Context: an optimization exercise on an open-source flow, tuned for small area. The choices shown serve that exercise and are no tape-out recipe. Only simulation tests tie the RTL to the original design; equivalence was not proved. Power figures rest on the tool's default switching activity, not on a simulated workload.

Design game, start of the top module:
module game (
    input CLK,
    input RST,
    output LED_R0,
    output LED_R1,
    output LED_R2,
    output LED_R3,
    output LED_R4,
    output LED_R5,
    output LED_R6,
    output LED_R7,
    output LED_C0,
    output LED_C1,
    output LED_C2,
    output LED_C3,
    input BTN_1,
    input BTN_2,
    input BTN_RST
    );
    reg        RUN;
    reg [2:0]  BASKET;
    reg [3:0]  SH1, SH2, SHR;    
    reg        IN1, IN2, INR;    
    wire nobask  = (BASKET == 3'd7);
    wire running = RUN & ~nobask;
    wire blank   = RUN & nobask;
    reg [2:0]  UP;
    reg [9:0]  LOW;
    wire low0    = (LOW[8:0] == 9'd0);
    wire low_end = low0 & LOW[9];
    wire tick    = low0 & ~LOW[9] & (UP == 3'd0);
    wire [1:0] row = UP[1:0];
    reg [5:0]  NUM;          
    reg [1:0]  EROW;         
    localparam [63:0] XTAB0 = 64'h1db3de7f6f656919;
    localparam [63:0] XTAB1 = 64'h936a3140d8d7dd95;
    localparam [63:0] XTAB2 = 64'h5adf29e0b4bc335f;
    wire [2:0] EGG_X = {XTAB2[NUM], XTAB1[NUM], XTAB0[NUM]};
    wire press1 = SH1[3] & ~SH1[2];      
    wire press2 = SH2[3] & ~SH2[2];      
    wire start  = SHR[3] & ~SHR[2] & ~RUN;
    wire caught = |((8'd1 << EGG_X) & (8'd3 << BASKET));
    wire lost   = running & tick & (EROW == 2'd3) & ~caught;
  ...
For scale: roughly 230 cells after synthesis, about 17 I/O pins.
clock: 10.0 ns
lec_check: 0
cap_margin: 20
core_margin: 2
core_utilization: 40
slew_margin: 20
standard.sh (not shown) runs the stock make flow with config.mk's settings and CLKGATE_MAP_FILE= SYNTH_SCRIPT=/design/flow/synth_recipe.tcl, a recipe that flattens the netlist after the stock synthesis.
==> flow/flow/run.sh <==
#!/bin/bash
# Standard ORFS layout, except that:
#  - the combinational logic of the standard synthesis netlist is re-mapped by
#    ABC for area (each script of flow/scripts.txt is tried, the smallest
#    result that is proven equivalent is kept); registers are left as the
#    standard synthesis made them;
#  - ports are buffered with the smallest buffer;
#  - clock tree synthesis uses no dummy loads.
set -euo pipefail
W=$PWD
R=$W/orfs/results/$FLOW_PLATFORM/game/base
LIB=$FLOW_HOME/platforms/$FLOW_PLATFORM/lib/sky130_fd_sc_hd__tt_025C_1v80.lib

# 1. standard synthesis (netlist only)
bash standard.sh $R/1_2_yosys.v > $W/1_standard_synth.log 2>&1
cp $R/1_2_yosys.v $W/standard_1_2_yosys.v

# 2. area re-mapping of the combinational logic; same don't-use cells as ORFS
export REOPT_LIB=$LIB REOPT_IN=$W/standard_1_2_yosys.v FLOW_TOP
export REOPT_DONT_USE=$(grep -o -- '-dont_use [A-Za-z0-9_]*' $W/orfs/logs/$FLOW_PLATFORM/game/base/1_2_yosys.log | sort -u | tr '\n' ' ')
mkdir -p $W/reopt
awk -v d=$W/reopt 'BEGIN{n=0; f=sprintf("%s/s%03d.abc",d,n)} /^#/{close(f); n++; f=sprintf("%s/s%03d.abc",d,n); next} {print > f}' $W/flow/scripts.txt
ls $W/reopt/s*.abc | xargs -P ${NUM_CORES:-4} -I{} bash -c \
  'REOPT_SCRIPT={} REOPT_OUT={}.v yosys -c '$W'/flow/reopt.tcl > {}.log 2>&1 || true'
for s in $W/reopt/s*.abc; do
  a=$( (grep "Chip area" $s.log 2>/dev/null || true) | tail -1 | awk '{print $NF}')
  if [[ -n "$a" && -s $s.v ]]; then echo "$a $(basename $s .abc)"; fi
done | sort -k1,1n -k2,2 > $W/2_reopt_areas.txt
# keep the smallest result that is proven equivalent to the standard netlist
best=""
while read -r a n; do
  if EQ_GOLD=$W/standard_1_2_yosys.v EQ_GATE=$W/reopt/$n.abc.v \
       yosys -c $W/flow/eqchk.tcl > $W/reopt/$n.eq.log 2>&1; then
    best=$n; break
  fi
done < $W/2_reopt_areas.txt
if [[ -n "$best" ]]; then
  echo "chosen $best" >> $W/2_reopt_areas.txt
  cp $W/reopt/$best.abc.v $R/1_2_yosys.v
  cat $W/reopt/$best.abc.log $W/reopt/$best.eq.log > $W/2_reopt_best.log
  touch $R/1_2_yosys.v
fi

# 3. the rest of the standard flow
export BUFFER_PORTS_ARGS="-buffer_cell sky130_fd_sc_hd__buf_1"
export CTS_ARGS="-sink_clustering_enable -repair_clock_nets -dont_use_dummy_load"
bash standard.sh > $W/3_standard_layout.log 2>&1
Other scripts of this flow, unchanged in this note and not shown: flow/flow/eqchk.tcl, flow/flow/reopt.tcl, flow/flow/scripts.txt
Change:
--- a/flow/flow/run.sh
+++ b/flow/flow/run.sh
@@ -31,5 +31,5 @@
 while read -r a n; do
   if EQ_GOLD=$W/standard_1_2_yosys.v EQ_GATE=$W/reopt/$n.abc.v \
-       yosys -c $W/flow/eqchk.tcl > $W/reopt/$n.eq.log 2>&1; then
+       timeout 300 yosys -c $W/flow/eqchk.tcl > $W/reopt/$n.eq.log 2>&1; then
     best=$n; break
   fi
What happened: Setup slack is unchanged. Final cell count is unchanged. Global-route usage stays the same. Core utilization is unchanged. First-iteration DRC count stays the same. Area after synthesis stays the same. Non-clock buffer count stays the same. Register-to-register slack barely changes. Clock skew is unchanged. Maximum frequency is unchanged. Sequential share of layout area does not change.

Another version of the RTL of game (not shown whole).
Size in the first run: about 300 cells after synthesis, ~44 flip-flops, roughly 17 I/O pins, about 2700 µm² of cells after synthesis.
make LEC_CHECK=0 CAP_MARGIN=20 CORE_MARGIN=2 CORE_UTILIZATION=40 SLEW_MARGIN=20 finish   # period 10.0 ns
run.sh (not shown) runs the stock make flow with config.mk's settings and CLKGATE_MAP_FILE= SYNTH_SCRIPT=/design/flow/synth_recipe.tcl, a recipe that flattens the netlist after the stock synthesis.
Stock flow here: none of the scripts above is used.
The starting point went through all stages and came out clean.
Then changed:
==> flow/flow/run.sh (new file) <==
#!/bin/bash
# Standard ORFS layout, except that the combinational logic of the standard
# synthesis netlist is re-mapped by ABC for area before floorplanning.
set -euo pipefail
W=$PWD
R=$W/orfs/results/$FLOW_PLATFORM/game/base
LIB=$FLOW_HOME/platforms/$FLOW_PLATFORM/lib/sky130_fd_sc_hd__tt_025C_1v80.lib

# 1. standard synthesis (netlist only)
bash standard.sh $R/1_2_yosys.v > $W/1_standard_synth.log 2>&1
cp $R/1_2_yosys.v $W/standard_1_2_yosys.v

# 2. area re-mapping of the combinational logic; same don't-use cells as ORFS
DONT_USE=$(grep -o -- '-dont_use [A-Za-z0-9_]*' $W/orfs/logs/$FLOW_PLATFORM/game/base/1_2_yosys.log | sort -u | tr '\n' ' ')
REOPT_LIB=$LIB REOPT_IN=$W/standard_1_2_yosys.v REOPT_OUT=$W/reopt.v \
REOPT_SCRIPT=$W/flow/area.abc REOPT_DONT_USE="$DONT_USE" \
  yosys -c $W/flow/reopt.tcl > $W/2_reopt.log 2>&1
cp $W/reopt.v $R/1_2_yosys.v

# 3. the rest of the standard flow
bash standard.sh > $W/3_standard_layout.log 2>&1
==> flow/flow/area.abc (new file) <==
strash
dch -f
amap
topo
==> flow/flow/reopt.tcl (new file) <==
# Re-map the combinational logic of the standard synthesis netlist for area.
# Registers (and their instance names and cell types) are left untouched.
set lib $::env(REOPT_LIB)
yosys read_liberty -ignore_miss_func $lib
yosys read_verilog $::env(REOPT_IN)
yosys hierarchy -top $::env(FLOW_TOP)
yosys setattr -mod -set keep_hierarchy 1 sky130_fd_sc_hd__*df*
yosys setattr -mod -set keep_hierarchy 1 sky130_fd_sc_hd__conb*
yosys flatten
yosys setattr -mod -set blackbox 1 sky130_fd_sc_hd__*
yosys opt_clean
yosys abc -liberty $lib {*}$::env(REOPT_DONT_USE) -script $::env(REOPT_SCRIPT)
yosys opt_clean -purge
yosys rename -hide w:*.*
yosys opt_clean -purge
yosys stat -liberty $lib
yosys write_verilog -noattr -noexpr -nohex -nodec -selected $::env(REOPT_OUT)
==> flow/standard.sh (new file) <==
#!/bin/bash
# synth_recipe.tcl (not shown) runs the flow's synth.tcl, then flattens the netlist and writes it again
# the make line also repeats each setting of config.mk as NAME=value (left out here)
make -C /OpenROAD-flow-scripts/flow DESIGN_CONFIG=/design/flow/config.mk WORK_HOME=/design/flow/orfs CLKGATE_MAP_FILE= SYNTH_SCRIPT=/design/flow/synth_recipe.tcl "${@:-finish}"
removed: flow/run.sh
Outcome: The changed run ran to the end with no violations. Utilization grows by 2.1 points. Global-route usage increases by 2.0 points. Clock-buffer cell count came out lower by 1. Synthesized area shrinks by 21%. Worst hold slack loses 11 ps. Die area went down by 20%. Cell area goes down by 16%. Cell count fell by 3.6%. Critical path depth goes up by 4.
Then changed:
==> flow/flow/run.sh (replaced) <==
#!/bin/bash
# Standard ORFS layout, except that:
#  - the combinational logic of the standard synthesis netlist is re-mapped by
#    ABC for area (several scripts, the smallest result is kept); registers are
#    left as the standard synthesis made them;
#  - ports are buffered with the smallest buffer;
#  - clock tree synthesis uses no dummy loads.
set -euo pipefail
W=$PWD
R=$W/orfs/results/$FLOW_PLATFORM/game/base
LIB=$FLOW_HOME/platforms/$FLOW_PLATFORM/lib/sky130_fd_sc_hd__tt_025C_1v80.lib

# 1. standard synthesis (netlist only)
bash standard.sh $R/1_2_yosys.v > $W/1_standard_synth.log 2>&1
cp $R/1_2_yosys.v $W/standard_1_2_yosys.v

# 2. area re-mapping of the combinational logic; same don't-use cells as ORFS
DONT_USE=$(grep -o -- '-dont_use [A-Za-z0-9_]*' $W/orfs/logs/$FLOW_PLATFORM/game/base/1_2_yosys.log | sort -u | tr '\n' ' ')
best=""; best_area=""
for s in $W/flow/abc*.abc; do
  n=$(basename $s .abc)
  REOPT_LIB=$LIB REOPT_IN=$W/standard_1_2_yosys.v REOPT_OUT=$W/reopt_$n.v \
  REOPT_SCRIPT=$s REOPT_DONT_USE="$DONT_USE" FLOW_TOP=$FLOW_TOP \
    yosys -c $W/flow/reopt.tcl > $W/2_reopt_$n.log 2>&1 || continue
  a=$(grep "Chip area" $W/2_reopt_$n.log | tail -1 | awk '{print $NF}')
  echo "$n $a" >> $W/2_reopt_areas.txt
  if [[ -z "$best" ]] || awk "BEGIN{exit !($a < $best_area)}"; then best=$n; best_area=$a; fi
done
echo "best $best $best_area" >> $W/2_reopt_areas.txt
cp $W/reopt_$best.v $R/1_2_yosys.v

# 3. the rest of the standard flow
export BUFFER_PORTS_ARGS="-buffer_cell sky130_fd_sc_hd__buf_1"
export CTS_ARGS="-sink_clustering_enable -repair_clock_nets -dont_use_dummy_load -buf_list sky130_fd_sc_hd__clkbuf_16 -root_buf sky130_fd_sc_hd__clkbuf_16 -sink_clustering_size 50 -sink_clustering_max_diameter 200"
bash standard.sh > $W/3_standard_layout.log 2>&1
==> flow/flow/abc1.abc (new file) <==
strash
dch -f
amap
==> flow/flow/abc2.abc (new file) <==
strash
dc2
dch -f
amap
==> flow/flow/abc3.abc (new file) <==
strash
dc2
dch -f
amap
strash
dc2
dch -f
amap
==> flow/flow/abc4.abc (new file) <==
strash
balance
rewrite
refactor
balance
rewrite
rewrite -z
balance
refactor -z
rewrite -z
balance
dch -f
amap
==> flow/flow/abc5.abc (new file) <==
strash
dc2
dch
amap
removed: flow/flow/area.abc
Outcome: The changed run went through all stages and came out clean; synthesized cell count goes down by 3.5%; sequential share of layout area goes up by 2.6 points; sequential power is about the same; total power goes up by 5.2%; register-to-register slack gets better by 840 ps; global-route usage goes up by 0.52 points; final cell count goes down by 3.7%.

== run a ==
game, a different RTL version from the one above (not shown whole).
For scale: roughly 240 cells after synthesis.
clock: 10.0 ns
lec_check: 0
cap_margin: 20
core_margin: 2
core_utilization: 40
slew_margin: 20
standard.sh (not shown) runs the stock make flow with config.mk's settings and CLKGATE_MAP_FILE= SYNTH_SCRIPT=/design/flow/synth_recipe.tcl, a recipe that flattens the netlist after the stock synthesis.
==> flow/flow/run.sh <==
#!/bin/bash
# Standard ORFS layout, except that:
#  - the combinational logic of the standard synthesis netlist is re-mapped by
#    ABC for area (several scripts, the smallest result is kept); registers are
#    left as the standard synthesis made them;
#  - ports are buffered with the smallest buffer;
#  - clock tree synthesis uses no dummy loads.
set -euo pipefail
W=$PWD
R=$W/orfs/results/$FLOW_PLATFORM/game/base
LIB=$FLOW_HOME/platforms/$FLOW_PLATFORM/lib/sky130_fd_sc_hd__tt_025C_1v80.lib

# 1. standard synthesis (netlist only)
bash standard.sh $R/1_2_yosys.v > $W/1_standard_synth.log 2>&1
cp $R/1_2_yosys.v $W/standard_1_2_yosys.v

# 2. area re-mapping of the combinational logic; same don't-use cells as ORFS
DONT_USE=$(grep -o -- '-dont_use [A-Za-z0-9_]*' $W/orfs/logs/$FLOW_PLATFORM/game/base/1_2_yosys.log | sort -u | tr '\n' ' ')
best=""; best_area=""
for s in $W/flow/abc*.abc; do
  n=$(basename $s .abc)
  REOPT_LIB=$LIB REOPT_IN=$W/standard_1_2_yosys.v REOPT_OUT=$W/reopt_$n.v \
  REOPT_SCRIPT=$s REOPT_DONT_USE="$DONT_USE" FLOW_TOP=$FLOW_TOP \
    yosys -c $W/flow/reopt.tcl > $W/2_reopt_$n.log 2>&1 || continue
  a=$(grep "Chip area" $W/2_reopt_$n.log | tail -1 | awk '{print $NF}')
  echo "$n $a" >> $W/2_reopt_areas.txt
  if [[ -z "$best" ]] || awk "BEGIN{exit !($a < $best_area)}"; then best=$n; best_area=$a; fi
done
echo "best $best $best_area" >> $W/2_reopt_areas.txt
cp $W/reopt_$best.v $R/1_2_yosys.v

# 3. the rest of the standard flow
export BUFFER_PORTS_ARGS="-buffer_cell sky130_fd_sc_hd__buf_1"
export CTS_ARGS="-sink_clustering_enable -repair_clock_nets -dont_use_dummy_load"
bash standard.sh > $W/3_standard_layout.log 2>&1
==> flow/flow/abc01.abc <==
strash
dch -f
amap
==> flow/flow/abc02.abc <==
strash
dch
amap
==> flow/flow/abc03.abc <==
strash
dch -f
map -a
==> flow/flow/abc04.abc <==
strash
amap
==> flow/flow/abc05.abc <==
strash
dc2
dch -f
amap
==> flow/flow/abc06.abc <==
strash
dc2
dch
amap
==> flow/flow/abc07.abc <==
strash
dc2
dch -f
map -a
==> flow/flow/abc08.abc <==
strash
dc2
amap
==> flow/flow/abc09.abc <==
strash
dc2
dc2
dch -f
amap
==> flow/flow/abc10.abc <==
strash
dc2
dc2
dch
amap
==> flow/flow/abc11.abc <==
strash
dc2
dc2
dch -f
map -a
==> flow/flow/abc12.abc <==
strash
dc2
dc2
amap
==> flow/flow/abc13.abc <==
strash
balance
rewrite
refactor
balance
rewrite
rewrite -z
balance
refactor -z
rewrite -z
balance
dch -f
amap
==> flow/flow/abc14.abc <==
strash
balance
rewrite
refactor
balance
rewrite
rewrite -z
balance
refactor -z
rewrite -z
balance
dch
amap
==> flow/flow/abc15.abc <==
strash
balance
rewrite
refactor
balance
rewrite
rewrite -z
balance
refactor -z
rewrite -z
balance
dch -f
map -a
==> flow/flow/abc16.abc <==
strash
balance
rewrite
refactor
balance
rewrite
rewrite -z
balance
refactor -z
rewrite -z
balance
amap
==> flow/flow/abc17.abc <==
strash
balance
rewrite
refactor
balance
rewrite
rewrite -z
balance
refactor -z
rewrite -z
balance
dc2
dch -f
amap
==> flow/flow/abc18.abc <==
strash
balance
rewrite
refactor
balance
rewrite
rewrite -z
balance
refactor -z
rewrite -z
balance
dc2
dch
amap
==> flow/flow/abc19.abc <==
strash
balance
rewrite
refactor
balance
rewrite
rewrite -z
balance
refactor -z
rewrite -z
balance
dc2
dch -f
map -a
==> flow/flow/abc20.abc <==
strash
balance
rewrite
refactor
balance
rewrite
rewrite -z
balance
refactor -z
rewrite -z
balance
dc2
amap
==> flow/flow/abc21.abc <==
strash
&get -n
&syn2
&put
dch -f
amap
==> flow/flow/abc22.abc <==
strash
&get -n
&syn2
&put
dch
amap
==> flow/flow/abc23.abc <==
strash
&get -n
&syn2
&put
dch -f
map -a
==> flow/flow/abc24.abc <==
strash
&get -n
&syn2
&put
amap
Other scripts of this flow, unchanged in this note and not shown: flow/flow/reopt.tcl
Setup changes, run a to run b
==> flow/flow/abc1.abc (new file) <==
strash
dch -f
amap
==> flow/flow/abc2.abc (new file) <==
strash
dc2
dch -f
amap
==> flow/flow/abc3.abc (new file) <==
strash
dc2
dch -f
amap
strash
dc2
dch -f
amap
==> flow/flow/abc4.abc (new file) <==
strash
balance
rewrite
refactor
balance
rewrite
rewrite -z
balance
refactor -z
rewrite -z
balance
dch -f
amap
==> flow/flow/abc5.abc (new file) <==
strash
dc2
dch
amap
removed: flow/flow/abc01.abc
removed: flow/flow/abc02.abc
removed: flow/flow/abc03.abc
removed: flow/flow/abc04.abc
removed: flow/flow/abc05.abc
removed: flow/flow/abc06.abc
removed: flow/flow/abc07.abc
removed: flow/flow/abc08.abc
removed: flow/flow/abc09.abc
removed: flow/flow/abc10.abc
removed: flow/flow/abc11.abc
removed: flow/flow/abc12.abc
removed: flow/flow/abc13.abc
removed: flow/flow/abc14.abc
removed: flow/flow/abc15.abc
removed: flow/flow/abc16.abc
removed: flow/flow/abc17.abc
removed: flow/flow/abc18.abc
removed: flow/flow/abc19.abc
removed: flow/flow/abc20.abc
removed: flow/flow/abc21.abc
removed: flow/flow/abc22.abc
removed: flow/flow/abc23.abc
removed: flow/flow/abc24.abc
Against run a, number of non-clock inverters in run b rose by more than 10%.
Run b and run a ended up with roughly the same total cell area at the placement stage.
Between run a and run b, the synthesized area does not differ in any meaningful way.
First-iteration DRC count was higher in run a than in run b.
Run a and run b ended up with roughly the same fraction of cell area in non-clock buffers.
When the final numbers for run a and run b were put side by side, the power consumed by combinational cells turned out to be greater in run b.
Taking run a as the reference, in run b overall power of the completed layout increased about 5%; sequential cell count essentially unchanged.
Run b falls short of run a in post-detailed-placement half-perimeter wirelength.
Compared with run a, average wire per standard cell in run b increased by a few percent.

-- static timing again, ports no longer ideal --
No port has a modelled driver above. Below, the same layouts with a new extraction and two added sets of constraints. Step 1 assumes that a clkbuf_16 drives the clock port and a buf_2 every other input. Step 2, shift: input delay + t, output delay - t, t = (earliest + latest rising clock arrival at the registers) / 2. This alone moves slack from input paths to output paths. Three values: no drivers, after step 1, after step 2; two values: the first two.
run | t, ns | setup WS [ns] | worst data-port slew with drivers (ns)
the first run of note 1 | 0.303 | 5.005 / 4.982 / 5.285 | 0.03
the second run of note 1 | 0.303 | 5.005 / 4.982 / 5.285 | 0.03
the first run of note 2 | 0.308 | 5.496 / 5.472 / 5.781 | 0.03
the second run of note 2 | 0.323 | 4.747 / 4.720 / 5.043 | 0.03
the third run of note 2 | 0.311 | 5.916 / 5.885 / 6.196 | 0.03
run a | 0.309 | 5.103 / 5.078 / 5.387 | 0.03
run b | 0.303 | 5.219 / 5.193 / 5.496 | 0.03
After both steps every run listed still meets setup and hold.
